What follows belongs to an exercise in optimizing a design on an open flow for a short achievable clock period and few clock cycles per item; a production flow would make more cautious choices. In this exercise RTL edits were held to simulation tests only and were not proved equivalent to the original. In run 6 the design's own scripts or RTL, not TritonCTS, make the clock network. The clock input has no modelled driver; a real chip could not lean on it and would need a root buffer or a full tree. Power figures rest on the tool's default switching activity, not on a simulated workload.

==> flow/design.v <==
`timescale 1ns / 1ps
module process(
    input clk,                 
    input rst,                 
    input [23:0] in_pix,     
    output reg [5:0] row, col,      
    output reg out_we,              
    output reg [23:0] out_pix,     
    output reg mirror_done,         
    output reg gray_done,         
    output reg filter_done);     
	reg [5:0] index_row, index_col;
   reg [5:0] state, next_state;
	reg[24:0] temp_pix_low, temp_pix_high;
	reg[23:0] temp_pix;
	reg[7:0] MAX, MIN;
	reg[8:0] medie;
	reg[7:0] r, g, b;
	reg [2:0] filter_state;
   always @(posedge clk) begin
   if (rst) begin
		state = 0;
		next_state = 0;
		index_row = 0;
		index_col = 0;
		row = 0;
		col = 0;
		mirror_done = 0;
		gray_done = 0;
		filter_done = 0;
		out_we = 0;
   end else begin
	state = next_state;
       case(state) 
			0 : begin  
								out_we = 0;    
								row = index_row;
								col = index_col; 
								next_state = 1;
								end 
			1 : begin  
								temp_pix_low = in_pix;
								next_state = 2;
								end 					
			2 : begin  
								row = 63 - index_row;
								next_state = 3;
								end 
			3 : begin  
								temp_pix_high = in_pix;
								next_state = 4;
								end 
			4 : begin  
								out_we = 1;
								out_pix = temp_pix_low;
								next_state = 5;
								end 
			5 : begin  
								out_we = 0;
								row = index_row;
								next_state = 6;
								end 
			6: begin  
								out_we = 1;
								out_pix = temp_pix_high;
								next_state = 7;
								end 
			7: begin  
							out_we = 0;
							index_col = index_col + 1;
							next_state = 8;
							end 
			8: begin  
							if(index_col == 0) begin
								index_row  = index_row + 1;
							end
							next_state = 9;
							end 
			9: begin  
						if(index_col == 0 && index_row == 32) begin 
								mirror_done = 1;
								index_col = 0;
								index_row = 0;
								next_state = 10;
						end else begin 
										next_state = 0;
									end 
					end
			10  : begin  
						row = index_row;
						col = index_col;
						next_state = 11;
					end 
			11	: begin  
						temp_pix = in_pix;
						next_state = 12;
					end
			12 : begin  
						r = temp_pix >> 16;
						g = temp_pix >> 8;
						b = temp_pix;
						next_state = 13;
					end
			13 : begin  
						MIN = (r < g) ? (r < b) ? r : b : (g < b) ? g : b;
						MAX = (r > g) ? (r > b) ? r : b : (g > b) ? g : b;
						next_state = 14;
					end
			14 : begin  
						medie = (MAX + MIN)/2;
						temp_pix = 0;
						next_state = 15;
					end
			15 : begin  
						temp_pix = medie << 8;
						next_state = 16;
					end
			16 : begin  
						out_we = 1;
						out_pix = temp_pix;
						next_state = 17;
					end
			17: begin  
							out_we = 0;
							index_col = index_col + 1;
							next_state = 18;
							end 
			18: begin  
							if(index_col == 0) begin
								index_row  = index_row + 1;
							end
							next_state = 19;
							end 
			19: begin  
						if(index_col == 0 && index_row == 0) begin 
								gray_done = 1;
								index_col = 0;
								index_row = 0;
								next_state = 20;
						end else begin 
										next_state = 10;
									end 
					end
		 20: begin  
			  filter_done = 0; 
			  index_col = 0;  
			  next_state = 21;
		 end
			21: begin  
					 filter_state = 0;
					 next_state = 22;
					end
			22: begin  
						 out_we = 0; 
						 row = index_row;
						 col = index_col;
						 next_state = 23;
					end
			23: begin  
						 temp_pix_low = in_pix;
						 next_state = 24;
					end
			24: begin  
						 filter_state = 2;
						 next_state = 25;
					end
			25: begin  
					 temp_pix_high = in_pix;
					 if (index_row > 0 && index_row < 63 && index_col > 0 && index_col < 63) begin
						  temp_pix = temp_pix_low + (9 * temp_pix_high) - in_pix;
						  if (temp_pix < 0) begin
								temp_pix = 0;
						  end else if (temp_pix > 255) begin
								temp_pix = 255;
						  end
					 end else begin
						  temp_pix = temp_pix_high;
					 end
					 out_we = 1;
					 out_pix = temp_pix;
					 next_state = 26;
				end
			26: begin
						 out_we = 0;
						 filter_state = 0;
						 index_col = index_col + 1;
						 next_state = (index_col == 0) ? 27 : 22;
					end
		27: begin  
			if (index_row == 0 && index_col == 0) begin
				filter_done = 1; 
				index_col = 0;
				index_row = 0;
				next_state = 28;
			end else begin
				next_state = 21;
			end
		end
		28: begin
		end
		endcase
   end
	end
endmodule
==> flow/run.sh <==
#!/bin/bash
# synth_recipe.tcl (not shown) runs the flow's synth.tcl, then flattens the netlist and writes it again
# the make line also repeats each setting of config.mk as NAME=value (left out here)
make -C /OpenROAD-flow-scripts/flow DESIGN_CONFIG=/design/flow/config.mk WORK_HOME=/design/flow/orfs CLKGATE_MAP_FILE= SYNTH_SCRIPT=/design/flow/synth_recipe.tcl finish
==> flow/config.mk <==
export PLATFORM = sky130hd
export DESIGN_NAME = process
export DESIGN_NICKNAME = process
export VERILOG_FILES = /design/flow/design.v
export SDC_FILE = /design/flow/constraint.sdc
export NUM_CORES = 4
export LEC_CHECK = 0
export CAP_MARGIN = 20
export CORE_MARGIN = 2
export CORE_UTILIZATION = 40
export PLACE_DENSITY = 0.6
export SLEW_MARGIN = 20
==> flow/constraint.sdc <==
create_clock -name core_clock -period 6.5 [get_ports {clk}]
set_input_delay 1.3000 -clock core_clock [delete_from_list [all_inputs] [get_ports {clk}]]
set_output_delay 1.3000 -clock core_clock [all_outputs]
set_load 0.01 [all_outputs]
==> results of run 1 <==
[how the worst max path moves through the flow]
stage	start	endpoint	cells after the start	slack, ps
6_report	in_pix[6]	out_pix[2]	16	360
2_1_floorplan	in_pix[5]	out_pix[0]	17	890
3_3_place_gp	in_pix[6]	out_pix[1]	16	7
4_1_cts	in_pix[8]	out_pix[2]	17	350
5_1_grt	in_pix[6]	out_pix[2]	19	90
3_5_place_dp	in_pix[8]	out_pix[3]	17	-100
[cell usage after synthesis, drive strengths merged (3+ instances only)]
cell     count  area share, %
a2111oi      4           0.67
a211oi      11           0.70
a21o        16            1.0
a21oi       69            3.0
a221o        8           0.68
a221oi       9           0.67
a222oi      23            2.0
a22o         9           0.67
a22oi        4           0.25
a31oi        7           0.37
a32oi        4           0.30
and2        14           0.74
and3         8           0.47
buf          6           0.21
clkbuf      43            1.4
dfxtp       33            5.6
edfxtp     144             37
fa          43            7.3
ha         102             11
inv        177            5.6
mux2         3           0.29
mux2i        7           0.59
nand2       98            3.1
nand2b      14           0.74
nand3       23           0.98
nand4       10           0.58
nor2        83            2.6
nor2b       10           0.53
nor3        25            1.1
nor3b        5           0.32
nor4         5           0.39
nor4b        3           0.22
o211ai       6           0.38
o21ai       49            2.1
o21bai       6           0.38
o221ai      10           0.74
o31ai        7           0.61
or2          5           0.27
or3          7           0.41
xnor2       21            1.6
xor2         7           0.52
[worst max-delay path: stages]
cell             delay (ps)
clkdlybuf4s50_1         650
ha_1                    310
fa_1                    540
inv_1                    60
fa_1                    530
inv_1                    50
ha_1                    390
a21oi_1                 290
or3b_4                  430
and3_4                  190
a2111oi_4               320
nand4_2                 170
nor4_4                  380
o311ai_4                260
o31ai_1                 340
nand3_1                 100
[cells in the final DEF, fill, tap and decap left out, drive strengths merged, types with 8 or more instances in the layout]
master / count
nor2: 83
buf: 70
edfxtp: 144
nand4: 10
a22o: 9
fa: 43
dfxtp: 33
clkbuf: 17
nor3: 25
o21ai: 49
nand2: 98
a221o: 8
nor2b: 10
and2: 14
a221oi: 9
a21oi: 69
a211oi: 11
a222oi: 23
nand2b: 14
nand3: 23
o221ai: 10
and3: 8
clkdlybuf4s50: 65
ha: 102
inv: 185
xnor2: 21
a21o: 16
[metrics by stage]
step / setup TNS [ps] / std cells
after floorplan: 0 / 1170
after global placement: 0 / 1640
after detailed placement: -879 / 1640
after CTS: 0 / 1672
after global routing: 0 / 1672
final: 0 / 1672
[cells by family (layout without fill, tap and decap cells)]
kind of cell | after synthesis | in the layout | synth area share [%]
AO/OA/AOI/OAI | 263 | 263 | 16.3
multiplexers | 10 | 10 | 0.880
flip-flops | 177 | 177 | 42.2
adder cells (fa/ha/maj) | 145 | 145 | 18.1
XOR/XNOR | 28 | 28 | 2.08
buffers and inverters | 227 | 345 | 7.24
AND/OR/NAND/NOR | 320 | 320 | 13.2
[power by group]
group          internal [mW]  switching (mW)  total, mW
registers               1.36          0.0822       1.44
logic                   1.05            1.56       2.62
clock network          0.564           0.515       1.08
total                   2.98            2.16       5.14
[sequential cells by signal (all words and copies together) (netlist names), 24 cells and up]
register	count
out_pix	24
temp_pix	24
temp_pix_high	24
temp_pix_low	24
[metal layers]
layer / vias up / track usage, %
met1: 4478 / 29.7
li1: 4390 / -
met3: 35 / 2.38
met5: - / 0
met2: 273 / 30.8
met4: 0 / 5.03
[layout make-up]
type | instances | area [µm²]
repair buffers | 135 | 1180
inverters | 178 | 668
multi-input cells | 766 | 6020
clock buffers | 17 | 425
well taps | 384 | 480
flip-flops and latches | 177 | 4980
clock inverters | 15 | 208
fillers | 2712 | 14900
[timing repair]
item | CTS | global route
endpoints found under the setup margin | 0 | 1
buffers inserted | 0 | 0
hold endpoints to repair | 0 | 0
resized for setup | 0 | 1
==> metrics.md, run 1 <==
| Metric | Value |
|---|---|
| Outcome | `no timing/DRC/antenna violations` |
| CTS sink cnt | `~180` |
| Buffers on Ports | `65` |
| Worst Hold Endpoint | `b[0]` |
| Initial antenna violation count | `0` |
| Initial Util | `between 40% and 50%` |
| Max Root-Sink Buffers | `2` |
| Row count | `slightly above 60` |
| Dominant synthesized flop cell | `edfxtp_1` |
| Drt wl/cell | `~18 µm` |
| Synthesis Warnings | `1` |
| Die footprint | `roughly 31000 µm²` |
| Seq/Total Area, Yosys | `roughly 42%` |
| CTS Root Cell | `clkbuf_16` |
| Cell area after layout | `approximately 14000 µm²` |
| Worst skew pair latency | `between 400 and 500 ps` |
| Final nets | `between 1000 and 1500` |
| Drt drc | `0` |
| Final Wtd Congestion | `~0.86` |
| Max cap viols | `0` |
| Drt initial violations | `about 900` |
| Layout cells sized above 1 | `between 10% and 20%` |
| Async S/R FF share, synth | `0%` |
| Worst-path clk slew | `roughly 70 ps` |
| FF-to-FF setup slack | `1500 ps` |
| Area Growth Syn to Fin | `18.3%` |
| Top Ports | `66` |
| Hold_buf cts | `0` |
| Tmin final | `approximately 6000 ps` |
| Vias after detailed routing | `around 9200` |
| Post-DRT Antenna Nets | `0` |
| FF-to-FF path depth | `15` |
| Setup WS pre-CTS | `-103 ps` |
| Kind of start point of the critical path | `input port` |
| Static Leak | `about 5.8 nW` |
| Hold WS | `461 ps` |
| N_diodes | `0` |
| Die Ht | `between 150 and 200 µm` |
| Clock Skew | `22.0 ps` |
| Highest routed metal layer | `met4` |
| WL met2 | `approximately 14 mm` |
| Final core occ | `48.4%` |
| Worst R2R End | `out_pix[2]` |
| WL final | `between 30 and 40 mm` |
| DIE WIDTH | `176 µm` |
| Post-Syn Area | `about 12000 µm²` |
| Drt first pass iters | `8` |
| Final Cycle Share | `between 90% and 100%` |
| Overflow after GRT | `0` |
| Met1 WL | `between 10 and 15 mm` |
| Mapped Nets | `~1300` |
| Worst EP required | `roughly 6700 ps` |
| Worst hold path type | `flip-flop to flip-flop` |
| Total power | `about 5 mW` |
| Worst rel slew slack | `between 20% and 30%` |
| Global Route Usage Sum | `between 10% and 20%` |
| Setup crit end kind | `flip-flop` |
| Critical path peak fanout | `9` |
| CTS tree | `done` |
| Vias/cell | `between 5 and 6` |
| Global-route wire length before repair | `a little under 50 mm` |
| Hold path depth | `0` |
| Post-Place Cell Area | `~13000 µm²` |
| Final WS setup | `362 ps` |
| Largest net degree at the start of global routing | `34` |
| RSZ-0062 raised after global routing | `no` |
| Fmax | `~160 MHz` |
| Yosys cell types | `77` |
| FF-to-FF Start | `temp_pix_low[9]` |
| Syn_area_per_cell | `about 10 µm²` |
| CP Data Arrival Time | `6310 ps` |
| Final setup violation count | `0` |
| Final Hold Vio Count | `0` |
| Critical path type | `input port to flip-flop` |
| Inserted Clock Buffers | `17` |
| HP Start | `temp_pix[0]` |
| Met3 wire length | `1.25 mm` |
| Post-synth EDFFs | `about 140` |
| H-tree depth | `4` |
| Cell count after synthesis | `roughly 1200` |
| P per Cell Area | `~370 nW/µm²` |
| Final Max Tran Viols | `0` |
| Total core area | `28900 µm²` |
| Worst Tran Pin Value | `1060 ps` |
| Dpl hpwl | `around 23 mm` |
| Vias in the first global route | `about 8700` |
| Maximum vdd drop | `0.184 mV` |
| Synth Register Bits | `about 180` |
Testbench counts, summed over its fixed seeds: cycles 1,482,312, images 24.
==> run 2: changes to the inputs <==
==> flow/design.v (replaced) <==
`timescale 1ns / 1ps
module process(
    input clk,
    input rst,
    input [23:0] in_pix,
    output reg [5:0] row, col,
    output reg out_we,
    output reg [23:0] out_pix,
    output reg mirror_done,
    output reg gray_done,
    output reg filter_done);
    reg [1:0]  phase;      
    reg        rds;        
    reg        ld;         
    reg        last;       
    reg [11:0] cnt;        
    reg [23:0] in_q;       
    wire [11:0] addr = {row, col};
    wire [7:0] r = in_q[23:16];
    wire [7:0] g = in_q[15:8];
    wire [7:0] b = in_q[7:0];
    wire [7:0] mx = (r > g) ? ((r > b) ? r : b) : ((g > b) ? g : b);
    wire [7:0] mn = (r < g) ? ((r < b) ? r : b) : ((g < b) ? g : b);
    wire [8:0] sum = {1'b0, mx} + {1'b0, mn};
    always @(posedge clk) begin
        in_q <= in_pix;
        if (rst) begin
            row <= 6'd0;
            col <= 6'd0;
            out_we <= 1'b0;
            phase <= 2'd0;
            rds <= 1'b0;
            ld <= 1'b0;
            last <= 1'b0;
            cnt <= 12'd0;
            mirror_done <= 1'b0;
            gray_done <= 1'b0;
            filter_done <= 1'b0;
        end else if (!mirror_done) begin
            out_pix <= in_pix;
            case (phase)
                2'd0: begin
                    row <= ~row;
                    out_we <= 1'b1;
                    phase <= 2'd1;
                end
                2'd1: begin
                    row <= ~row;
                    out_we <= 1'b1;
                    phase <= 2'd2;
                end
                default: begin
                    phase <= 2'd0;
                    out_we <= 1'b0;
                    if (addr == 12'h7FF) begin
                        mirror_done <= 1'b1;
                        {row, col} <= 12'h840;    
                        rds <= 1'b1;
                        ld <= 1'b1;
                        cnt <= 12'd4095;
                    end else begin
                        {row, col} <= addr + 12'd1;
                    end
                end
            endcase
        end else if (!gray_done) begin
            if (ld)
                out_pix <= {8'd0, sum[8:1], 8'd0};
            if (last) begin
                out_we <= 1'b0;
                gray_done <= 1'b1;
                filter_done <= 1'b1;
            end else if (rds) begin
                {row, col} <= addr - 12'd1;
                out_we <= 1'b1;
                rds <= 1'b0;
                ld <= 1'b1;
            end else begin
                cnt <= cnt - 12'd1;
                if (cnt == 12'd1) begin
                    {row, col} <= addr + 12'd1;
                    out_we <= 1'b1;
                    last <= 1'b1;
                    ld <= 1'b0;
                end else begin
                    {row, col} <= addr + 12'd2;
                    out_we <= 1'b0;
                    rds <= 1'b1;
                    ld <= 1'b0;
                end
            end
        end else begin
            out_we <= 1'b0;
        end
    end
endmodule
--- a/flow/config.mk
+++ b/flow/config.mk
@@ -5,8 +5,10 @@
 export SDC_FILE = /design/flow/constraint.sdc
 export NUM_CORES = 4
 export LEC_CHECK = 0
+export ABC_CLOCK_PERIOD_IN_PS = 2000
 export CAP_MARGIN = 20
 export CORE_MARGIN = 2
 export CORE_UTILIZATION = 40
 export PLACE_DENSITY = 0.6
+export SETUP_SLACK_MARGIN = 4.3
 export SLEW_MARGIN = 20
==> metrics.md, run 2 <==
| Metric | Value |
|---|---|
| Vias in the first global route | `4337 (-50%)` |
| Count leader, synth | `dfxtp_1` |
| Worst rel slew slack | `41.6% (+12 points)` |
| RSZ-0062 raised after global routing | `yes` |
| Critical path peak fanout | `7 (-2)` |
| CTS sink cnt | `81 (-54%)` |
| Critical path type | `flip-flop to flip-flop` |
| Drt drc | `0 (unchanged)` |
| Final Cycle Share | `55.8% (-39 points)` |
| Multi-input logic area | `3070 µm² (-49%)` |
| Setup crit end kind | `flip-flop` |
| Worst path cell trace | `inv_4 > ha_4 > nor2b_4 > o211ai_1 > a21o_1 > a21oi_4 > or2_4 > a21oi_4 > or4_4 > fa_2 > nor2b_1 > o21ai_1 > nand2b_1 > a21oi_1 > o21bai_2 > xor2_1 > mux2_2` |
| Cell area after layout | `6730 µm² (-52%)` |
| P per Cell Area | `218 nW/µm² (-41%)` |
| Inserted Clock Buffers | `9 (-8)` |
| H-tree depth | `3 (-1)` |
| Post-DRT Antenna Nets | `0 (unchanged)` |
| Top-area cell type share of the netlist area | `24.1% (-13 points)` |
| Area Growth Syn to Fin | `42.2%` |
| Max cap viols | `0 (unchanged)` |
| Layout cells sized above 1 | `36.6% (+26 points)` |
| CP dominant cell by count | `a21oi_4` |
| Post-synth EDFFs | `24 (-83%)` |
| Drt initial violations | `357 (-60%)` |
| Drt first pass iters | `5 (-3)` |
| Tmin final | `3620 ps (-2510 ps)` |
| Total core area | `11500 µm² (-60%)` |
| Commonest cells after routing, fill and taps aside | `buf_4 (59), nor2_1 (47), a21oi_1 (43)` |
| CTS Root Cell | `clkbuf_16` |
| Final Max Tran Viols | `0 (unchanged)` |
| Worst hold path type | `flip-flop to flip-flop` |
| Row count | `39 (-37%)` |
| Setup_tns | `0 ps (unchanged)` |
| Final Wtd Congestion | `0.923 (+7.2%)` |
| Maximum vdd drop | `0.223 mV (+21%)` |
| Drt wl/cell | `18.0 µm (-0.59%)` |
| CP max stage cell | `or4_4` |
| Synth Register Bits | `81 (-54%)` |
| DIE WIDTH | `113 µm (-36%)` |
| Outcome | `no timing/DRC/antenna violations` |
| Largest registers | `in_q x24, out_pix x24, cnt x12` |
| FF-to-FF Start | `in_q[9]` |
| Die Ht | `113 µm (-36%)` |
| CTS tree | `done` |
| Global-route wire length before repair | `22.1 mm (-54%)` |
| CP startpoint | `in_q[9]` |
| Worst-path clk slew | `60 ps (about the same)` |
| Final nets | `725 (-50%)` |
| WL final | `14.5 mm (-52%)` |
| Seq/Total Area, Yosys | `39.4% (-2.9 points)` |
| Fmax | `276 MHz (+69%)` |
| Mapped Nets | `600 (-55%)` |
| Dpl hpwl | `9.02 mm (-61%)` |
| CP Data Arrival Time | `3720 ps (-2590 ps)` |
| Largest net degree at the start of global routing | `42 (+24%)` |
| HP Start | `phase[0]` |
| Synthesis Warnings | `1 (unchanged)` |
| Die footprint | `12700 µm² (-59%)` |
| Yosys cell types | `64 (-17%)` |
| Largest stage delay on the critical path | `520 ps (-130 ps)` |
| Worst EP required | `6600 ps (-70 ps)` |
| N_diodes | `0 (unchanged)` |
| Worst skew pair latency | `350 ps (-90 ps)` |
| FILL cells | `997 (-63%)` |
| Async S/R FF share, synth | `0% (unchanged)` |
| Worst Tran Pin Value | `874 ps (-185 ps)` |
| Syn_area_per_cell | `8.83 µm² (-13%)` |
| Static Leak | `2.60 nW (-55%)` |
| Register area | `1940 µm² (-61%)` |
| Global Route Usage Sum | `22.0% (+2.1 points)` |
| Cell count after synthesis | `536 (-54%)` |
| Initial Util | `41.3% (+0.36 points)` |
| Post-Place Cell Area | `5520 µm² (-59%)` |
| Vias/cell | `5.66 (+3.1%)` |
| Vias after detailed routing | `4577 (-50%)` |
| Setup WS pre-CTS | `2430 ps (+2530 ps)` |
| Post-Syn Area | `4730 µm² (-60%)` |
| Max Root-Sink Buffers | `2 (unchanged)` |
| Yosys top cell by area | `dfxtp_1` |
| Clock Skew | `7.02 ps (-15.0 ps)` |
| Most common cell after layout, fill and taps aside | `buf_4` |
| Final Hold Vio Count | `0 (unchanged)` |
| Buffers on Ports | `65 (unchanged)` |
| Dominant synthesized flop cell | `dfxtp_1` |
| Overflow after GRT | `0 (unchanged)` |
| Top Ports | `66 (unchanged)` |
| Final setup violation count | `0 (unchanged)` |
| Kind of start point of the critical path | `flip-flop` |
| Top cells by count, synth | `dfxtp_1 (57), nor2_1 (53), a21oi_1 (52)` |
| Synth top area cells | `dfxtp_1 (24%), edfxtp_1 (15%), ha_1 (9.8%)` |
| Initial antenna violation count | `0 (unchanged)` |
| Final WS setup | `2880 ps (+2510 ps)` |
==> run 2: changes by cell type in the layout (fill, tap and decap cells not counted), sizes merged, moves of 27 or more <==
cell	before	now
fa	43	1
clkdlybuf4s50	65	27
inv	185	30
buf	70	106
edfxtp	144	24
ha	102	37
nand2	98	37
nor2	83	56
==> run 2: metal layers <==
metal,track usage [%],wire [µm],part of all wire [%],up-vias
li1,-,-,-,2207
met1,26.6,6040,42,2177
met2,38.2,7280,50,165
met3,5.78,886,6.1,28
met4,7.48,320,2.2,0
met5,0,0,0,-
==> run 2: worst max-delay path: cells and delay by family (launching register included) <==
kind	cells	cell delay [ps]
AND/OR/NAND/NOR	5	1070
AO/OA/AOI/OAI	7	960
adder cells (fa/ha/maj)	2	600
flip-flops	1	380
multiplexers	1	260
XOR/XNOR	1	80
buffers and inverters	1	40
==> run 2: cell type report <==
class / instances / share of cell area (%)
multi-input combinational: 400 / 45.6
sequential: 81 / 28.9
timing repair buffer: 138 / 17.0
clock buffer: 9 / 3.35
tap: 143 / 2.66
inverter: 31 / 1.82
clock inverter: 7 / 0.707
==> run 2: power breakdown <==
| group | switching, mW | internal [mW] | total (mW) | leakage (nW) |
|---|---|---|---|---|
| Clock | 0.217 | 0.258 | 0.474 | 0.131 |
| Combinational | 0.218 | 0.209 | 0.427 | 1.76 |
| Sequential | 0.0214 | 0.546 | 0.567 | 0.718 |
==> run 2: worst paths after layout <==
check,endpoint,cells past startpoint,slack (ps)
worst min-delay path,phase[1],2,490
worst max-delay path,out_pix[13],17,2880
worst min register to register,phase[1],2,490
worst max register to register,out_pix[13],17,2880
==> run 2: kinds of logic after synthesis <==
kind of cell / synth area share, %
simple gates: 19.8
buf+inv: 4.52
xor+xnor: 4.07
fa+ha+maj: 10.2
compound gates: 20.4
flops: 39.4
mux: 1.64
==> run 2: metrics by stage <==
stage,hold slack (ps),total power [mW],cells,utilization [%]
final,490,1.47,809,58.7
after global routing,518,1.54,809,58.7
after CTS,486,1.43,784,55.0
after detailed placement,471,0.894,722,48.1
after global placement,463,0.890,722,48.1
after floorplan,450,0.796,536,-
==> run 2: timing repair <==
action / 4_1_cts / 5_1_grt
resized for setup: 235 / 49
gates cloned: 1 / 3
buffers inserted: 45 / 22
pin swaps: 45 / 41
hold buffers: 0 / 0
endpoints found under the setup margin: 95 / 64
Testbench counts of run 2, summed over its fixed seeds: cycles 344,040, images 24.
==> run 3: changes to the inputs <==
==> flow/design.v (replaced) <==
`timescale 1ns / 1ps
module process(
    input clk,
    input rst,
    input [23:0] in_pix,
    output reg [5:0] row, col,
    output reg out_we,
    output reg [23:0] out_pix,
    output reg mirror_done,
    output reg gray_done,
    output reg filter_done);
    reg        mm;         
    reg        gm;         
    reg [1:0]  ph;         
    reg        rds;        
    reg        e1, e2;     
    reg [11:0] ptr;        
    reg [23:0] in_q;
    reg [7:0]  mx, mn;
    wire [7:0] r = in_q[23:16];
    wire [7:0] g = in_q[15:8];
    wire [7:0] b = in_q[7:0];
    wire rg = r > g;
    wire rb = r > b;
    wire gb = g > b;
    wire [8:0] sum = {1'b0, mx} + {1'b0, mn};
    always @(posedge clk) begin
        in_q <= in_pix;
        mx <= rg ? (rb ? r : b) : (gb ? g : b);
        mn <= rg ? (gb ? b : g) : (rb ? b : r);
        out_pix <= mm ? in_pix : {8'd0, sum[8:1], 8'd0};
    end
    wire [11:0] inc = ptr + 12'd1;
    always @(posedge clk) begin
        if (rst) begin
            mm <= 1'b1;
            gm <= 1'b0;
            ph <= 2'd0;
            rds <= 1'b0;
            e1 <= 1'b0;
            e2 <= 1'b0;
            ptr <= 12'd0;
            {row, col} <= 12'd0;
            out_we <= 1'b0;
            mirror_done <= 1'b0;
            gray_done <= 1'b0;
            filter_done <= 1'b0;
        end else if (mm) begin
            case (ph)
                2'd0: begin
                    {row, col} <= {1'b1, ~ptr[10:6], ptr[5:0]};
                    out_we <= 1'b1;
                    ph <= 2'd1;
                end
                2'd1: begin
                    {row, col} <= {1'b0, ptr[10:0]};
                    out_we <= 1'b1;
                    ph <= 2'd2;
                end
                default: begin
                    {row, col} <= inc;
                    ptr <= inc;
                    out_we <= 1'b0;
                    ph <= 2'd0;
                    if (ptr[10:0] == 11'h7FF) begin
                        mm <= 1'b0;
                        gm <= 1'b1;
                        rds <= 1'b1;
                        mirror_done <= 1'b1;
                    end
                end
            endcase
        end else if (gm) begin
            if (e2) begin
                out_we <= 1'b0;
                gm <= 1'b0;
                gray_done <= 1'b1;
                filter_done <= 1'b1;
            end else if (e1) begin
                {row, col} <= ptr;
                out_we <= 1'b1;
                e2 <= 1'b1;
            end else if (rds) begin
                {row, col} <= ptr - 12'd1;
                out_we <= 1'b1;
                rds <= 1'b0;
            end else begin
                out_we <= 1'b0;
                if (ptr == 12'h7FE) begin
                    e1 <= 1'b1;
                end else begin
                    {row, col} <= inc;
                    ptr <= inc;
                    rds <= 1'b1;
                end
            end
        end else begin
            out_we <= 1'b0;
        end
    end
endmodule
==> flow/flow/run.sh (new file) <==
#!/bin/bash
# Standard layout, with the port buffers inserted as buf_4 instead of the
# smallest buffer.
cp standard.sh standard_copy.log
cp synth_recipe.tcl synth_recipe_copy.log
export BUFFER_PORTS_ARGS="-buffer_cell sky130_fd_sc_hd__buf_4"
bash standard.sh > standard.log 2>&1
==> flow/standard.sh (new file) <==
#!/bin/bash
# synth_recipe.tcl (not shown) runs the flow's synth.tcl, then flattens the netlist and writes it again
# the make line also repeats each setting of config.mk as NAME=value (left out here)
make -C /OpenROAD-flow-scripts/flow DESIGN_CONFIG=/design/flow/config.mk WORK_HOME=/design/flow/orfs CLKGATE_MAP_FILE= SYNTH_SCRIPT=/design/flow/synth_recipe.tcl "${@:-finish}"
==> flow/config.mk (replaced) <==
export PLATFORM = sky130hd
export DESIGN_NAME = process
export DESIGN_NICKNAME = process
export VERILOG_FILES = /design/flow/design.v
export SDC_FILE = /design/flow/constraint.sdc
export NUM_CORES = 4
export LEC_CHECK = 0
export ABC_CLOCK_PERIOD_IN_PS = 1500
export CAP_MARGIN = 20
export CORE_MARGIN = 2
export CORE_UTILIZATION = 40
export PLACE_DENSITY = 0.6
export SETUP_SLACK_MARGIN = 4.5
export SLEW_MARGIN = 20
removed: flow/run.sh
==> metrics.md, run 3 <==
| Metric | Value |
|---|---|
| Overflow after GRT | `0 (unchanged)` |
| FILL cells | `992 (-0.50%)` |
| Die footprint | `12500 µm² (-2.0%)` |
| Critical path type | `flip-flop to primary output` |
| Total core area | `11400 µm² (-0.85%)` |
| P per Cell Area | `242 nW/µm² (+11%)` |
| Area Growth Syn to Fin | `38.1%` |
| Drt first pass iters | `5 (unchanged)` |
| H-tree depth | `3 (unchanged)` |
| Share of power burned in the clock network | `36.8% (+4.5 points)` |
| Inserted Clock Buffers | `9 (unchanged)` |
| Final Wtd Congestion | `0.940 (+1.9%)` |
| N_diodes | `0 (unchanged)` |
| Largest stage delay on the critical path | `360 ps (-160 ps)` |
| Top cells by count, synth | `dfxtp_1 (98), nor2_1 (45), a21oi_1 (34), ha_1 (34), nand2_1 (32)` |
| Drt wl/cell | `15.7 µm (-12%)` |
| Die Ht | `112 µm (-1.0%)` |
| Post-Syn Area | `4630 µm² (-2.1%)` |
| Dominant synthesized flop cell | `dfxtp_1` |
| Final Max Tran Viols | `0 (unchanged)` |
| Cell count after synthesis | `518 (-3.4%)` |
| WL final | `11.8 mm (-19%)` |
| Vias/cell | `5.52 (-2.5%)` |
| Post-DRT Antenna Nets | `0 (unchanged)` |
| RSZ-0062 raised after global routing | `yes` |
| Commonest cells after routing, fill and taps aside | `buf_4 (52), dfxtp_2 (50), buf_6 (44)` |
| Worst skew pair latency | `350 ps (about the same)` |
| Setup_tns | `0 ps (unchanged)` |
| Hold_buf cts | `0 (unchanged)` |
| Worst hold path type | `flip-flop to flip-flop` |
| Setup WS pre-CTS | `4080 ps (+1660 ps)` |
| Setup crit end kind | `primary output` |
| CTS sink cnt | `98 (+21%)` |
| Vias in the first global route | `3898 (-10%)` |
| Largest registers | `in_q x24, out_pix x24, ptr x12` |
| NetSw | `399 µW (-12%)` |
| CP max stage cell | `dfxtp_4` |
| Max Root-Sink Buffers | `2 (unchanged)` |
| Synthesis Warnings | `1 (unchanged)` |
| Top-area cell type share of the netlist area | `42.4% (+18 points)` |
| Top Ports | `66 (unchanged)` |
| CP Data Arrival Time | `820 ps (-2900 ps)` |
| Initial antenna violation count | `0 (unchanged)` |
| CTS Root Cell | `clkbuf_16` |
| Final setup violation count | `0 (unchanged)` |
| Post-synth EDFFs | `0 (-100%)` |
| Static Leak | `2.68 nW (+2.8%)` |
| Max cap viols | `0 (unchanged)` |
| Drt drc | `0 (unchanged)` |
| Final WS setup | `4380 ps (+1500 ps)` |
| Worst rel slew slack | `71.6% (+30 points)` |
| Flop pwr share | `43.5% (+4.9 points)` |
| Synth top area cells | `dfxtp_1 (42%), ha_1 (9.2%), a21oi_1 (3.7%)` |
| Most common cell after layout, fill and taps aside | `buf_4` |
| Global Route Usage Sum | `19.4% (-2.6 points)` |
| Final nets | `664 (-8.4%)` |
| Tmin final | `2120 ps (-1500 ps)` |
| Outcome | `no timing/DRC/antenna violations` |
| Kind of start point of the critical path | `flip-flop` |
| Initial Util | `40.7% (-0.52 points)` |
| Synth Register Bits | `98 (+21%)` |
| Async S/R FF share, synth | `0% (unchanged)` |
| CP top delay family | `flip-flops` |
| Drt initial violations | `238 (-33%)` |
| Final Hold Vio Count | `0 (unchanged)` |
| Mapped Nets | `579 (-3.5%)` |
| Yosys cell types | `58 (-9.4%)` |
| Dpl hpwl | `7.91 mm (-12%)` |
| Sw frac | `25.8% (-5.3 points)` |
| Worst-path clk slew | `70 ps (about the same)` |
| Vias after detailed routing | `4142 (-9.5%)` |
| Worst path cell trace | `buf_6` |
| Row count | `39 (unchanged)` |
| FF-to-FF setup slack | `4450 ps (+1570 ps)` |
| Fmax | `472 MHz (+71%)` |
| CP Buf/Inv Count | `1 (unchanged)` |
| Syn_area_per_cell | `8.94 µm² (+1.3%)` |
| Clock Skew | `6.42 ps (-0.599 ps)` |
| CTS tree | `done` |
| DIE WIDTH | `112 µm (-1.0%)` |
| Buffers on Ports | `65 (unchanged)` |
| Largest net degree at the start of global routing | `38 (-9.5%)` |
| Int Pwr | `1.15 mW (+14%)` |
| Count leader, synth | `dfxtp_1` |
| Seq/Total Area, Yosys | `42.4% (+3.0 points)` |
| Critical path peak fanout | `3 (-4)` |
| Final Cycle Share | `32.6% (-23 points)` |
| Worst EP required | `5200 ps (-1400 ps)` |
| Worst Tran Pin Value | `426 ps (-448 ps)` |
| Layout cells sized above 1 | `38.3% (+1.7 points)` |
| Maximum vdd drop | `0.176 mV (-21%)` |
| Global-route wire length before repair | `19.4 mm (-12%)` |
| Combinational share of power | `19.7% (-9.4 points)` |
| Yosys top cell by area | `dfxtp_1` |
run 3: changes by cell type after synthesis, sizes merged, moves of 7 or more:
cell	before	now
dfxtp	57	98
edfxtp	24	0
a21oi	52	34
and2	1	17
nor2b	24	8
o22ai	15	2
a31oi	17	5
or3	4	15
nor2	55	45
o221a	0	8
a221o	1	8
run 3: logic make-up (layout without fill, tap and decap cells):
logic type	Yosys count	count (layout)	share of synthesized area, %
AND/OR/NAND/NOR	180	180	20.0
flip-flops	98	98	42.4
multiplexers	7	7	1.54
adder cells (fa/ha/maj)	35	35	9.62
AO/OA/AOI/OAI	124	125	18.3
buffers and inverters	58	147	5.19
XOR/XNOR	16	16	3.03
run 3: path summary, 6_finish.rpt:
| kind | startpoint | to | cells past startpoint |
|---|---|---|---|
| max | filter_done | filter_done | 1 |
| min | row[1] | row[1] | 2 |
| max reg2reg | in_q[9] | mx[7] | 9 |
| min reg2reg | row[1] | row[1] | 2 |
run 3: per-stage QoR:
stage	total power [mW]	cell area (µm²)	utilization, %	hold slack, ps	std cells
global route	1.62	6400	56.3	497	751
finish	1.55	6400	56.3	462	751
floorplan	0.869	4680	-	467	518
CTS	1.55	6150	54.1	462	739
detailed placement	0.949	5230	46.0	448	699
global placement	0.942	5230	46.0	443	699
run 3: routing by layer:
layer,routed length (µm),GRT usage [%],vias to the layer above,part of all wire (%)
li1,-,-,2035,-
met1,6010,28.9,1908,51
met2,4750,27.0,178,40
met3,865,4.79,21,7.3
met4,198,7.49,0,1.7
met5,0,0,-,0
run 3: power groups by stage:
stage	registers (mW)	logic (mW)	clock network, mW
after floorplan	0.683	0.186	0
after global placement	0.683	0.259	0
after detailed placement	0.685	0.264	0
after CTS	0.675	0.291	0.585
after global routing	0.680	0.339	0.603
final	0.674	0.305	0.571
run 3: layout make-up:
cell class,instances,area (µm²),area share [%]
clock buffers,12,246,3.85
multi-input cells,363,2720,42.6
well taps,143,179,2.80
flip-flops and latches,98,2060,32.2
clock inverters,4,75.1,1.17
repair buffers,102,1000,15.6
inverters,29,115,1.80
run 3: what timing repair did:
action,4_1_cts,5_1_grt
endpoints found under the hold margin,0,0
gates cloned,5,0
pin swaps,29,26
endpoints found under the setup margin,82,84
buffers inserted,19,12
resized for setup,118,49
Testbench counts of run 3, summed over its fixed seeds: cycles 344,064, images 24.
==> run 4: changes to the inputs <==
==> flow/run.sh (new file) <==
#!/bin/bash
# synth_recipe.tcl (not shown) runs the flow's synth.tcl, then flattens the netlist and writes it again
# the make line also repeats each setting of config.mk as NAME=value (left out here)
make -C /OpenROAD-flow-scripts/flow DESIGN_CONFIG=/design/flow/config.mk WORK_HOME=/design/flow/orfs CLKGATE_MAP_FILE= SYNTH_SCRIPT=/design/flow/synth_recipe.tcl finish
removed: flow/flow/run.sh
removed: flow/standard.sh
==> metrics.md, run 4 <==
| Metric | Value |
|---|---|
| Outcome | `no timing/DRC/antenna violations` |
| Largest registers | `in_q x24, out_pix x24, ptr x12` |
| Max Root-Sink Buffers | `2 (unchanged)` |
| Final setup violation count | `0 (unchanged)` |
| FF-to-FF path depth | `6 (-3)` |
| Setup_tns | `0 ps (unchanged)` |
| Commonest cells after routing, fill and taps aside | `dfxtp_1 (51), nor2_1 (41), dfxtp_2 (32)` |
| CP Data Arrival Time | `810 ps (about the same)` |
| Worst EP required | `5200 ps (about the same)` |
| Initial antenna violation count | `0 (unchanged)` |
| Tmin final | `2110 ps (-8.84 ps)` |
| H-tree depth | `3 (unchanged)` |
| Drt wl/cell | `16.1 µm (+2.1%)` |
| Top-area cell type share of the netlist area | `42.4% (unchanged)` |
| Post-Syn Area | `4630 µm² (unchanged)` |
| Maximum vdd drop | `0.135 mV (-23%)` |
| Overflow after GRT | `0 (unchanged)` |
| Async S/R FF share, synth | `0% (unchanged)` |
| Initial Util | `40.7% (unchanged)` |
| Largest net degree at the start of global routing | `48 (+26%)` |
| Post-synth EDFFs | `0 (unchanged)` |
| Inserted Clock Buffers | `9 (unchanged)` |
| Vias in the first global route | `3839 (-1.5%)` |
| Final Wtd Congestion | `0.925 (-1.6%)` |
| Area Growth Syn to Fin | `37.4%` |
| Clock Skew | `10.4 ps (+3.99 ps)` |
| Syn_area_per_cell | `8.94 µm² (unchanged)` |
| Global Route Usage Sum | `19.1% (-0.34 points)` |
| Global-route wire length before repair | `19.2 mm (-0.99%)` |
| Dpl hpwl | `7.91 mm (about the same)` |
| Worst-path clk slew | `70 ps (about the same)` |
| Final Max Tran Viols | `0 (unchanged)` |
| Final Hold Vio Count | `0 (unchanged)` |
| Post-synthesis simple-gate area fraction | `20.0% (unchanged)` |
| Layout cells sized above 1 | `33.3% (-5.0 points)` |
| Dominant synthesized flop cell | `dfxtp_1` |
| Yosys cell types | `58 (unchanged)` |
| Critical path type | `flip-flop to primary output` |
| Vias after detailed routing | `4034 (-2.6%)` |
| Total power | `1.51 mW (-2.9%)` |
| RSZ-0062 raised after global routing | `yes` |
| FILL cells | `1062 (+7.1%)` |
| Drt first pass iters | `5 (unchanged)` |
| Mapped Nets | `579 (unchanged)` |
| CTS Root Cell | `clkbuf_16` |
| Fmax | `474 MHz (+0.42%)` |
| Vias/cell | `5.42 (-1.7%)` |
| WL final | `12.0 mm (+1.2%)` |
| Largest family of logic cells by synthesized area | `simple AND/OR/NAND/NOR gates` |
| Kind of start point of the critical path | `flip-flop` |
| Area share of fa/ha/maj cells after synthesis | `9.62% (unchanged)` |
| Count leader, synth | `dfxtp_1` |
| Row count | `39 (unchanged)` |
| Die Ht | `112 µm (unchanged)` |
| Seq/Total Area, Yosys | `42.4% (unchanged)` |
| Buffers on Ports | `65 (unchanged)` |
| Largest stage delay on the critical path | `360 ps (about the same)` |
| Final non-filler cell total | `744 (-0.93%)` |
| Worst skew pair latency | `340 ps (about the same)` |
| CP top delay family | `flip-flops` |
| Worst rel slew slack | `68.2% (-3.4 points)` |
| Worst hold path type | `flip-flop to flip-flop` |
| Cell count after synthesis | `518 (unchanged)` |
| FF-to-FF Start | `ptr[3]` |
| P per Cell Area | `237 nW/µm² (-2.3%)` |
| FF-to-FF setup slack | `4480 ps (+30 ps)` |
| Setup crit end kind | `primary output` |
| CP max stage cell | `dfxtp_4` |
| Dpl cells | `700 (+0.14%)` |
| Top Ports | `66 (unchanged)` |
| Final nets | `658 (-0.90%)` |
| XOR/XNOR share of the synthesized area | `3.03% (unchanged)` |
| Worst Tran Pin Value | `473 ps (+47.3 ps)` |
| Max cap viols | `0 (unchanged)` |
| Die footprint | `12500 µm² (unchanged)` |
| CTS tree | `done` |
| Synth top area cells | `dfxtp_1 (42%), ha_1 (9.2%), a21oi_1 (3.7%)` |
| DIE WIDTH | `112 µm (unchanged)` |
| CTS sink cnt | `98 (unchanged)` |
| CP startpoint | `filter_done` |
| Most common cell after layout, fill and taps aside | `dfxtp_1` |
| Mux contribution to synthesized area | `1.54% (unchanged)` |
| Synthesis Warnings | `1 (unchanged)` |
| N_diodes | `0 (unchanged)` |
| Total core area | `11400 µm² (unchanged)` |
| Worst path cell trace | `buf_6` |
| CP endpoint | `gray_done` |
| Static Leak | `2.61 nW (-2.6%)` |
| Yosys top cell by area | `dfxtp_1` |
| Top cells by count, synth | `dfxtp_1 (98), nor2_1 (45), a21oi_1 (34), ha_1 (34), nand2_1 (32)` |
| Compound-Gate Fraction of Synth Area | `18.3% (unchanged)` |
| Worst R2R End | `row[1]` |
| Synth Register Bits | `98 (unchanged)` |
| CP Buf/Inv Count | `1 (unchanged)` |
| Post-DRT Antenna Nets | `0 (unchanged)` |
| Critical path peak fanout | `3 (unchanged)` |
| Worst path depth | `1 (unchanged)` |
| Final Cycle Share | `32.5% (-0.14 points)` |
| Drt initial violations | `294 (+24%)` |
| Drt drc | `0 (unchanged)` |
[run 4: cell type report]
class	count	area [µm²]	share of cell area [%]
Clock buffer	10	229	3.60
Multi-Input combinational cell	362	2790	43.8
Sequential cell	98	2060	32.3
Timing Repair Buffer	97	928	14.6
Clock inverter	5	63.8	1.00
Tap cell	143	179	2.81
Inverter	29	119	1.87
[run 4: stage by stage]
step | hold WS (ps) | setup WS (ps) | instance area [µm²] | util [%]
after detailed placement | 452 | 3810 | 5400 | 47.5
final | 465 | 4390 | 6360 | 56.0
after global routing | 497 | 4350 | 6360 | 56.0
after global placement | 442 | 3840 | 5400 | 47.5
after CTS | 465 | 4370 | 5960 | 52.4
after floorplan | 467 | 4380 | 4680 | -
[run 4: logic make-up (layout without fill, tap and decap cells)]
kind of cell	count (synthesis)	after routing
muxes	7	7
adders and majority gates	35	35
DFF	98	98
and+or+nand+nor	180	180
xor gates and xnor gates	16	16
AOI/OAI and AO/OA	124	124
buffers and inverters	58	141
[run 4: worst min-delay path by stage]
stage                      start     end  slack, ps  cells after the start
after CTS                 col[2]  col[2]        470                      2
after global placement    row[1]  row[1]        440                      2
after floorplan               gm      gm        470                      2
after global routing      col[2]  col[2]        500                      2
after detailed placement  col[2]  col[2]        450                      2
final                     row[1]  row[1]        460                      2
[run 4: power by group]
part / total, mW / internal, mW / switching, mW
clock network: 0.518 / 0.299 / 0.220
logic: 0.317 / 0.166 / 0.151
registers: 0.672 / 0.643 / 0.0290
[run 4: timing repair]
item | in CTS | in global routing
gates resized for setup | 246 | 78
hold buffers | 0 | 0
setup endpoints to repair | 82 | 85
setup buffers | 15 | 10
pin swaps | 30 | 26
gates cloned | 3 | 1
[run 4: metal layers]
layer  GRT usage [%]  share of wire (%)  vias to the layer above
met2            27.4                 42                      123
met3            4.41                6.2                       13
li1                -                  -                     2009
met4            7.24                1.3                        0
met1            27.9                 50                     1889
met5               0                  0                        -
==> run 5: changes to the inputs <==
--- a/flow/design.v
+++ b/flow/design.v
@@ -16,19 +16,24 @@
     reg        e1, e2;     
     reg [11:0] ptr;        
     reg [23:0] in_q;
-    reg [7:0]  mx, mn;
+    reg [7:0]  s_rg, s_rb, s_gb;    
+    reg        c_rg, c_rb, c_gb;    
     wire [7:0] r = in_q[23:16];
     wire [7:0] g = in_q[15:8];
     wire [7:0] b = in_q[7:0];
-    wire rg = r > g;
-    wire rb = r > b;
-    wire gb = g > b;
-    wire [8:0] sum = {1'b0, mx} + {1'b0, mn};
+    wire [8:0] rg = {1'b0, r} + {1'b0, g};
+    wire [8:0] rb = {1'b0, r} + {1'b0, b};
+    wire [8:0] gb = {1'b0, g} + {1'b0, b};
+    wire [7:0] gray = (c_rg ^ c_rb) ? s_gb : (c_rg ^ c_gb) ? s_rg : s_rb;
     always @(posedge clk) begin
         in_q <= in_pix;
-        mx <= rg ? (rb ? r : b) : (gb ? g : b);
-        mn <= rg ? (gb ? b : g) : (rb ? b : r);
-        out_pix <= mm ? in_pix : {8'd0, sum[8:1], 8'd0};
+        s_rg <= rg[8:1];
+        s_rb <= rb[8:1];
+        s_gb <= gb[8:1];
+        c_rg <= r > g;
+        c_rb <= r > b;
+        c_gb <= g > b;
+        out_pix <= mm ? in_pix : {8'd0, gray, 8'd0};
     end
     wire [11:0] inc = ptr + 12'd1;
     always @(posedge clk) begin
--- a/flow/config.mk
+++ b/flow/config.mk
@@ -8,7 +8,8 @@
 export ABC_CLOCK_PERIOD_IN_PS = 1500
 export CAP_MARGIN = 20
 export CORE_MARGIN = 2
-export CORE_UTILIZATION = 40
-export PLACE_DENSITY = 0.6
-export SETUP_SLACK_MARGIN = 4.5
+export CORE_UTILIZATION = 55
+export GPL_TIMING_DRIVEN = 1
+export PLACE_DENSITY = 0.7
+export SETUP_SLACK_MARGIN = 4.6
 export SLEW_MARGIN = 20
==> metrics.md, run 5 <==
| Metric | Value |
|---|---|
| Outcome | `no timing/DRC/antenna violations` |
| DIE WIDTH | `103 µm (-7.4%)` |
| Fmax | `467 MHz (-1.3%)` |
| Max cap viols | `0 (unchanged)` |
| Initial antenna violation count | `0 (unchanged)` |
| Global Route Usage Sum | `23.3% (+4.2 points)` |
| Clock Skew | `9.26 ps (-1.15 ps)` |
| Drt drc | `0 (unchanged)` |
| Post-Syn Area | `5430 µm² (+17%)` |
| Die Ht | `103 µm (-7.4%)` |
| Final WS setup | `4360 ps (-28.5 ps)` |
| Largest registers | `in_q x24, out_pix x24, ptr x12` |
| Worst rel slew slack | `45.9% (-22 points)` |
| Drt first pass iters | `4 (-1)` |
| Final Hold Vio Count | `0 (unchanged)` |
| Final Wtd Congestion | `0.896 (-3.1%)` |
| Worst-path clk slew | `100 ps (+30 ps)` |
| CP endpoint | `gray_done` |
| Vias after detailed routing | `4430 (+9.8%)` |
| CP Buf/Inv Count | `1 (unchanged)` |
| Worst EP required | `5200 ps (about the same)` |
| Worst Tran Pin Value | `806 ps (+333 ps)` |
| Layout cells sized above 1 | `25.7% (-7.6 points)` |
| CTS Root Cell | `clkbuf_8` |
| Post-synth EDFFs | `0 (unchanged)` |
| Worst hold path type | `flip-flop to flip-flop` |
| Worst skew pair latency | `370 ps (+30 ps)` |
| Drt wl/cell | `15.9 µm (-1.2%)` |
| Global-route met3 utilization | `3.70% (-0.71 points)` |
| CTS sink cnt | `109 (+11%)` |
| FILL cells | `768 (-28%)` |
| Static Leak | `2.81 nW (+7.6%)` |
| Final setup violation count | `0 (unchanged)` |
| Post-DRT Antenna Nets | `0 (unchanged)` |
| Cell count after synthesis | `593 (+14%)` |
| Dpl cells | `765 (+9.3%)` |
| Vias/cell | `5.52 (+1.9%)` |
| FF-to-FF path depth | `8 (+2)` |
| Final core occ | `69.1% (+13 points)` |
| WL final | `12.7 mm (+6.5%)` |
| Multi-input logic area | `3110 µm² (+11%)` |
| Met2 usage | `40.4% (+13 points)` |
| Initial Util | `56.1% (+15 points)` |
| HP Start | `mirror_done` |
| Critical path type | `flip-flop to primary output` |
| Met1 Use GR | `28.5% (+0.61 points)` |
| Synthesis Warnings | `1 (unchanged)` |
| Combinational share of power | `18.4% (-2.6 points)` |
| Top cells by count, synth | `dfxtp_1 (109), ha_1 (51), nor2_1 (45)` |
| Die footprint | `10700 µm² (-14%)` |
| Dpl hpwl | `9.06 mm (+15%)` |
| Final non-filler cell total | `802 (+7.8%)` |
| Final Cycle Share | `32.9% (+0.44 points)` |
| Share of power burned in the clock network | `27.3% (-7.1 points)` |
| Most Crowded Layer GR | `met2` |
| CP Data Arrival Time | `840 ps (+30 ps)` |
| Drt initial violations | `137 (-53%)` |
| Top Ports | `66 (unchanged)` |
| Int Pwr | `1.00 mW (-9.5%)` |
| Flop pwr share | `54.4% (+9.8 points)` |
| Inserted Clock Buffers | `9 (unchanged)` |
| Setup crit end kind | `primary output` |
| Top-area cell type share of the netlist area | `40.2% (-2.2 points)` |
| Maximum vdd drop | `0.133 mV (-1.3%)` |
| Syn_area_per_cell | `9.16 µm² (+2.5%)` |
| Register area | `2250 µm² (+9.4%)` |
| Total core area | `9680 µm² (-15%)` |
| Kind of start point of the critical path | `flip-flop` |
| Yosys cell types | `59 (+1.7%)` |
| CP max stage cell | `dfxtp_2` |
| Final nets | `744 (+13%)` |
| Synth Register Bits | `109 (+11%)` |
| Critical path peak fanout | `3 (unchanged)` |
| P per Cell Area | `209 nW/µm² (-12%)` |
| Yosys top cell by area | `dfxtp_1` |
| FF-to-FF setup slack | `4660 ps (+180 ps)` |
| Global-route wire length before repair | `19.3 mm (+0.50%)` |
| Tmin final | `2140 ps (+28.5 ps)` |
| CTS tree | `done` |
| Max Root-Sink Buffers | `2 (unchanged)` |
| Overflow after GRT | `0 (unchanged)` |
| CP top delay family | `flip-flops` |
| Worst path cell trace | `buf_6` |
| N_diodes | `0 (unchanged)` |
| Setup WS pre-CTS | `3750 ps (-65.0 ps)` |
| Commonest cells after routing, fill and taps aside | `dfxtp_1 (67), ha_1 (47), nand2_1 (44)` |
| Mapped Nets | `673 (+16%)` |
| Largest stage delay on the critical path | `370 ps (about the same)` |
| Vias in the first global route | `4168 (+8.6%)` |
| Setup_tns | `0 ps (unchanged)` |
| H-tree depth | `3 (unchanged)` |
| Sw frac | `28.5% (+2.0 points)` |
| Seq/Total Area, Yosys | `40.2% (-2.2 points)` |
| FF-to-FF Start | `in_q[2]` |
| RSZ-0062 raised after global routing | `yes` |
| CP startpoint | `gray_done` |
| Largest net degree at the start of global routing | `33 (-31%)` |
| Worst path depth | `1 (unchanged)` |
| Most common cell after layout, fill and taps aside | `dfxtp_1` |
| Hold WS | `463 ps (-1.69 ps)` |
| Area Growth Syn to Fin | `23.1%` |
| Dominant synthesized flop cell | `dfxtp_1` |
| Buffers on Ports | `65 (unchanged)` |
| NetSw | `398 µW (-0.21%)` |
| Synth top area cells | `dfxtp_1 (40%), ha_1 (12%), a21oi_1 (3.8%)` |
| Async S/R FF share, synth | `0% (unchanged)` |
| Row count | `36 (-7.7%)` |
| Final Max Tran Viols | `0 (unchanged)` |
| Count leader, synth | `dfxtp_1` |
| Worst R2R End | `s_gb[7]` |
==> run 5: cell types whose count changed after synthesis, sizes merged, moves of 11 or more <==
cell,previous run,this run
ha,34,51
nand2,32,44
xor2,3,21
o21ai,25,42
or3,15,0
dfxtp,98,109
==> run 5: worst reg2reg max path, delay by kind of cell (launching register included) <==
family          cells  cell delay (ps)
simple gates        2              270
compound gates      4              660
fa+ha+maj           1              340
buf+inv             1              120
flops               1              380
==> run 5: worst min-delay path by stage <==
stage / endpoint / slack [ps] / cells past startpoint
floorplan: ph[0] / 470 / 2
global placement: mirror_done / 430 / 2
detailed placement: mirror_done / 440 / 2
CTS: mirror_done / 470 / 2
global route: row[1] / 500 / 2
finish: mirror_done / 460 / 2
==> run 5: cell families (layout without fill, tap and decap cells) <==
family,count (synthesis),in the layout,synth area share [%]
and+or+nand+nor,175,175,16.9
AOI/OAI and AO/OA,151,151,17.6
DFF,109,109,40.2
buffers and inverters,66,142,6.38
adders and majority gates,54,54,12.8
xor gates and xnor gates,38,38,6.12
==> run 5: per-stage QoR <==
step           instance area [µm²]  power (mW)
4_1_cts                       6350        1.40
3_3_place_gp                  6060        1.01
6_report                      6690        1.40
5_1_grt                       6690        1.47
3_5_place_dp                  6060        1.02
2_1_floorplan                 5440       0.924
==> run 5: power groups by stage <==
stage               clock network, mW  logic, mW  registers [mW]
finish                          0.381      0.257           0.761
global route                    0.421      0.284           0.768
CTS                             0.395      0.239           0.761
detailed placement                  0      0.241           0.775
global placement                    0      0.237           0.772
floorplan                           0      0.155           0.770
==> run 5: cell type report <==
| type | count | area share, % |
|---|---|---|
| clock buffers | 10 | 2.06 |
| well taps | 133 | 2.49 |
| inverters | 38 | 2.13 |
| clock inverters | 6 | 0.711 |
| flip-flops and latches | 109 | 33.7 |
| repair buffers | 88 | 12.5 |
| multi-input cells | 418 | 46.5 |
==> run 5: repair_timing <==
item	in CTS	in global routing
setup endpoints to repair	78	74
pin swaps	2	11
gates resized for setup	226	61
buffers inserted	8	13
hold buffers	0	0
==> run 5: per-layer routing <==
layer,routed length (µm),part of all wire [%]
met1,5390,42
met2,6500,51
met3,472,3.7
met4,381,3.0
met5,0,0
Testbench counts of run 5, summed over its fixed seeds: cycles 344,064, images 24.
==> run 6: changes to the inputs <==
==> flow/flow/run.sh (new file) <==
#!/bin/bash
# Standard layout, except the clock tree: instead of TritonCTS's H-tree
# (root buffer + leaf buffers, two buffer levels), the clock port drives
# NBUF clkbuf_16 buffers in parallel, each feeding one cluster of flip-flops
# (flow/manual_cts.tcl).  Every flip-flop sees one buffer level.
set -uo pipefail
work=$PWD
# copy of the ORFS scripts with clock_tree_synthesis replaced
rm -rf $work/scripts_cts
cp -r $FLOW_HOME/scripts $work/scripts_cts
python3 - <<PY
p = "$work/scripts_cts/cts.tcl"
s = open(p).read()
old = "log_cmd clock_tree_synthesis {*}\$cts_args"
assert old in s
s = s.replace(old, "source $work/flow/manual_cts.tcl")
open(p, "w").write(s)
PY
export MANUAL_CTS_NBUF=${MANUAL_CTS_NBUF:-4}
bash standard.sh SCRIPTS_DIR=$work/scripts_cts finish > standard.log 2>&1
rc=$?
# keep each tool's logs in this folder
cp -r orfs/logs flow_logs 2>/dev/null
exit $rc
==> flow/flow/manual_cts.tcl (new file) <==
# Clock tree: the clock port drives NBUF clkbuf_16 buffers; each drives the
# clock pins of one cluster of flip-flops (k-means on placed locations).
set nbuf $::env(MANUAL_CTS_NBUF)
set block [ord::get_db_block]
set clknet [$block findNet clk]
set master [[ord::get_db] findMaster sky130_fd_sc_hd__clkbuf_16]

set sinks {}
foreach it [$clknet getITerms] {
  set inst [$it getInst]
  set loc [$inst getLocation]
  lappend sinks [list $it [lindex $loc 0] [lindex $loc 1]]
}
set n [llength $sinks]
puts "manual_cts: $n clock sinks, $nbuf buffers"

# initial centres: sinks sorted by x, split evenly
set sorted [lsort -integer -index 1 $sinks]
set cx {}; set cy {}
for {set k 0} {$k < $nbuf} {incr k} {
  set e [lindex $sorted [expr {int(($k + 0.5) * $n / $nbuf)}]]
  lappend cx [lindex $e 1]; lappend cy [lindex $e 2]
}
# k-means, with a soft cap on cluster size
set cap [expr {int(ceil(1.2 * $n / $nbuf))}]
for {set iter 0} {$iter < 30} {incr iter} {
  set assign {}
  set cnt [lrepeat $nbuf 0]
  # assign farthest-first ordering is overkill; greedy by distance with cap
  set pairs {}
  set i 0
  foreach s $sinks {
    for {set k 0} {$k < $nbuf} {incr k} {
      set d [expr {abs([lindex $s 1] - [lindex $cx $k]) + abs([lindex $s 2] - [lindex $cy $k])}]
      lappend pairs [list $d $i $k]
    }
    incr i
  }
  set pairs [lsort -integer -index 0 $pairs]
  set assign [lrepeat $n -1]
  foreach p $pairs {
    lassign $p d i k
    if {[lindex $assign $i] >= 0} continue
    if {[lindex $cnt $k] >= $cap} continue
    lset assign $i $k
    lset cnt $k [expr {[lindex $cnt $k] + 1}]
  }
  set sx [lrepeat $nbuf 0]; set sy [lrepeat $nbuf 0]
  set i 0
  foreach s $sinks {
    set k [lindex $assign $i]
    lset sx $k [expr {[lindex $sx $k] + [lindex $s 1]}]
    lset sy $k [expr {[lindex $sy $k] + [lindex $s 2]}]
    incr i
  }
  for {set k 0} {$k < $nbuf} {incr k} {
    if {[lindex $cnt $k] > 0} {
      lset cx $k [expr {[lindex $sx $k] / [lindex $cnt $k]}]
      lset cy $k [expr {[lindex $sy $k] / [lindex $cnt $k]}]
    }
  }
}
puts "manual_cts: cluster sizes $cnt"

for {set k 0} {$k < $nbuf} {incr k} {
  set bi [odb::dbInst_create $block $master clkbuf_root_$k]
  $bi setLocation [lindex $cx $k] [lindex $cy $k]
  $bi setPlacementStatus PLACED
  set net [odb::dbNet_create $block clknet_root_$k]
  $net setSigType CLOCK
  [$bi findITerm A] connect $clknet
  [$bi findITerm X] connect $net
}
set i 0
foreach s $sinks {
  set it [lindex $s 0]
  set k [lindex $assign $i]
  $it disconnect
  $it connect [$block findNet clknet_root_$k]
  incr i
}
set_propagated_clock [all_clocks]
==> flow/standard.sh (new file) <==
#!/bin/bash
# synth_recipe.tcl (not shown) runs the flow's synth.tcl, then flattens the netlist and writes it again
# the make line also repeats each setting of config.mk as NAME=value (left out here)
make -C /OpenROAD-flow-scripts/flow DESIGN_CONFIG=/design/flow/config.mk WORK_HOME=/design/flow/orfs CLKGATE_MAP_FILE= SYNTH_SCRIPT=/design/flow/synth_recipe.tcl "${@:-finish}"
removed: flow/run.sh
==> metrics.md, run 6 <==
| Metric | Value |
|---|---|
| Outcome | `no timing/DRC/antenna violations` |
| P per Cell Area | `197 nW/µm² (-6.1%)` |
| Synthesis Warnings | `1 (unchanged)` |
| Top-area cell type share of the netlist area | `40.2% (unchanged)` |
| Critical path type | `flip-flop to primary output` |
| Total core area | `9680 µm² (unchanged)` |
| Syn_area_per_cell | `9.16 µm² (unchanged)` |
| Global Route Usage Sum | `22.3% (-0.96 points)` |
| CP Buf/Inv Count | `1 (unchanged)` |
| Dpl hpwl | `9.06 mm (unchanged)` |
| Setup crit end kind | `primary output` |
| Cell area after layout | `6600 µm² (-1.4%)` |
| Initial Util | `56.1% (unchanged)` |
| Max cap viols | `0 (unchanged)` |
| Post-Place Cell Area | `6060 µm² (unchanged)` |
| Final Hold Vio Count | `0 (unchanged)` |
| CP Data Arrival Time | `630 ps (-210 ps)` |
| Drt first pass iters | `4 (unchanged)` |
| Final Cycle Share | `29.7% (-3.2 points)` |
| Drt initial violations | `182 (+33%)` |
| Kind of start point of the critical path | `flip-flop` |
| Layout cells sized above 1 | `23.5% (-2.2 points)` |
| Final non-filler cell total | `787 (-1.9%)` |
| Final nets | `736 (-1.1%)` |
| Largest net degree at the start of global routing | `34 (+3.0%)` |
| Worst-path clk slew | `90 ps (about the same)` |
| Row count | `36 (unchanged)` |
| Vias/cell | `5.53 (+0.11%)` |
| Post-Syn Area | `5430 µm² (unchanged)` |
| Buffers on Ports | `65 (unchanged)` |
| Drt wl/cell | `16.4 µm (+3.0%)` |
| CP max stage cell | `dfxtp_2` |
| Vias after detailed routing | `4352 (-1.8%)` |
| Largest registers | `in_q x24, out_pix x24, ptr x12` |
| Dominant synthesized flop cell | `dfxtp_1` |
| Cell count after synthesis | `593 (unchanged)` |
| WL final | `12.9 mm (+1.1%)` |
| Die Ht | `103 µm (unchanged)` |
| Area Growth Syn to Fin | `21.4%` |
| Async S/R FF share, synth | `0% (unchanged)` |
| Die footprint | `10700 µm² (unchanged)` |
| Count leader, synth | `dfxtp_1` |
| Commonest cells after routing, fill and taps aside | `dfxtp_1 (67), ha_1 (48), nand2_1 (44)` |
| Seq/Total Area, Yosys | `40.2% (unchanged)` |
| Final Max Tran Viols | `0 (unchanged)` |
| DIE WIDTH | `103 µm (unchanged)` |
| Sw frac | `25.5% (-3.0 points)` |
| Worst Tran Pin Value | `869 ps (+63.7 ps)` |
| Post-synth EDFFs | `0 (unchanged)` |
| Dpl cells | `765 (unchanged)` |
| Mapped Nets | `673 (unchanged)` |
| Synth Register Bits | `109 (unchanged)` |
| Int Pwr | `966 µW (-3.6%)` |
| Top cells by count, synth | `dfxtp_1 (109), ha_1 (51), nor2_1 (45)` |
| Overflow after GRT | `0 (unchanged)` |
| Top Ports | `66 (unchanged)` |
| Share of power burned in the clock network | `21.1% (-6.2 points)` |
| Yosys top cell by area | `dfxtp_1` |
| Yosys cell types | `59 (unchanged)` |
| Worst EP required | `5200 ps (about the same)` |
| Worst path cell trace | `buf_6` |
| Tmin final | `1930 ps (-211 ps)` |
| Worst rel slew slack | `41.6% (-4.3 points)` |
| Static Leak | `2.75 nW (-2.0%)` |
| Hold path depth | `2 (unchanged)` |
| Hold_buf cts | `0 (unchanged)` |
| Worst hold path type | `flip-flop to flip-flop` |
| Final core occ | `68.1% (-0.98 points)` |
| Drt drc | `0 (unchanged)` |
| NetSw | `330 µW (-17%)` |
| Setup_tns | `0 ps (unchanged)` |
| RSZ-0062 raised after global routing | `yes` |
| Combinational share of power | `20.2% (+1.8 points)` |
| Vias in the first global route | `4072 (-2.3%)` |
| Initial antenna violation count | `0 (unchanged)` |
| Fmax | `518 MHz (+11%)` |
| Global-route wire length before repair | `19.2 mm (-0.43%)` |
| CP top delay family | `flip-flops` |
| Synth top area cells | `dfxtp_1 (40%), ha_1 (12%), a21oi_1 (3.8%)` |
| Maximum vdd drop | `0.144 mV (+8.3%)` |
| FF-to-FF path depth | `7 (-1)` |
| Flop pwr share | `58.8% (+4.4 points)` |
| Post-DRT Antenna Nets | `0 (unchanged)` |
| Final Wtd Congestion | `0.896 (unchanged)` |
| Most common cell after layout, fill and taps aside | `dfxtp_1` |
| Critical path peak fanout | `3 (unchanged)` |
| Worst skew pair latency | `170 ps (-200 ps)` |
| Clock Skew | `24.2 ps (+14.9 ps)` |
| Largest stage delay on the critical path | `370 ps (about the same)` |
| N_diodes | `0 (unchanged)` |
| Worst path depth | `1 (unchanged)` |
| Final setup violation count | `0 (unchanged)` |
-- run 6: cell types whose count changed in the layout (fill, tap and decap cells not counted), moves of 2 or more --
| cell | change |
|---|---|
| clkbuf_8 | -10 |
| clkbuf_16 | +6 |
| clkinvlp_4 | -3 |
| buf_6 | -2 |
-- run 6: power groups by stage --
stage / sequential [mW] / clock, mW / combinational [mW]
after floorplan: 0.770 / 0 / 0.155
after global placement: 0.772 / 0 / 0.237
after detailed placement: 0.775 / 0 / 0.241
after CTS: 0.762 / 0.284 / 0.242
after global routing: 0.769 / 0.309 / 0.288
final: 0.762 / 0.273 / 0.261
-- run 6: area by class of cell --
type / instances / area [µm²]
inverter: 38 / 143
tap: 133 / 166
sequential: 109 / 2250
fill: 779 / 3090
buffer: 4 / 100
timing repair buffer: 85 / 840
multi-input combinational: 418 / 3090
-- run 6: cell families after synthesis --
family,synth area share [%]
AOI/OAI and AO/OA,17.6
xor gates and xnor gates,6.12
adders and majority gates,12.8
buffers and inverters,6.38
DFF,40.2
and+or+nand+nor,16.9
-- run 6: repair_timing --
| action | 4_1_cts | 5_1_grt |
|---|---|---|
| setup endpoints to repair | 77 | 78 |
| gates resized for setup | 228 | 59 |
| buffers inserted | 7 | 9 |
| cloned | 0 | 2 |
| pin swaps | 2 | 6 |
-- run 6: stage by stage --
stage	hold slack [ps]	worst slack [ps]	power, mW
after global routing	490	4530	1.36
final	459	4570	1.30
after detailed placement	444	3750	1.02
after floorplan	469	4660	0.924
after CTS	467	4560	1.29
after global placement	435	3770	1.01
-- run 6: final timing paths --
check              startpoint     endpoint  slack (ps)
setup / recovery    gray_done    gray_done        4570
hold / removal    mirror_done  mirror_done         460
setup reg to reg       ptr[1]       row[2]        4660
hold reg to reg   mirror_done  mirror_done         460
-- run 6: worst register-to-register path, stage by stage, from the launching register on --
cell,delay [ps]
dfxtp_4,390
inv_1,110
ha_1,200
nor3b_4,310
a41oi_1,190
o31ai_2,240
xnor2_1,110
a211oi_1,210
-- run 6: layer usage --
| layer | track usage (%) | share of wire (%) |
|---|---|---|
| met1 | 28.4 | 42 |
| met2 | 40.6 | 52 |
| met3 | 1.55 | 3.8 |
| met4 | 6.28 | 2.5 |
| met5 | 0 | 0 |

-- separate check: timing with driven ports --
No port has a modelled driver above. Below, the same layouts with a new extraction and two added sets of constraints.
Step 1 assumes that a clkbuf_16 drives the clock port and a buf_2 every other input.
Step 2 adds t to the input delays and takes it off the output delays; t is the mean of the earliest and latest rising clock arrival at the registers after step 1. Input paths then give back, and output paths get back, about the clock's delay inside the block.
Three values: no drivers, after step 1, after step 2; two values: the first two.
run | t, ns | slack for setup (ns) | hold WS [ns] | worst register clock-pin slew, ns
run 1 | 0.474 | 0.362 / 0.388 / -0.086 | 0.461 / 0.461 / 0.461 | 0.08 / 0.08
run 2 | 0.383 | 2.876 / 2.876 / 2.876 | 0.490 / 0.490 / 0.490 | 0.07 / 0.07
run 3 | 0.381 | 4.379 / 4.341 / 4.265 | 0.462 / 0.462 / 0.462 | 0.07 / 0.07
run 4 | 0.375 | 4.388 / 4.349 / 4.330 | 0.465 / 0.465 / 0.465 | 0.07 / 0.07
run 5 | 0.395 | 4.360 / 4.327 / 4.294 | 0.463 / 0.463 / 0.463 | 0.10 / 0.10
run 6 | 0.244 | 4.571 / 4.487 / 4.418 | 0.459 / 0.459 / 0.459 | 0.12 / 0.12
With both steps, setup timing fails in run 1, where it was met with ideal ports. The setup slack of run 1, which loses most, moves by +0.026 ns with the drivers and by -0.448 ns with both steps.
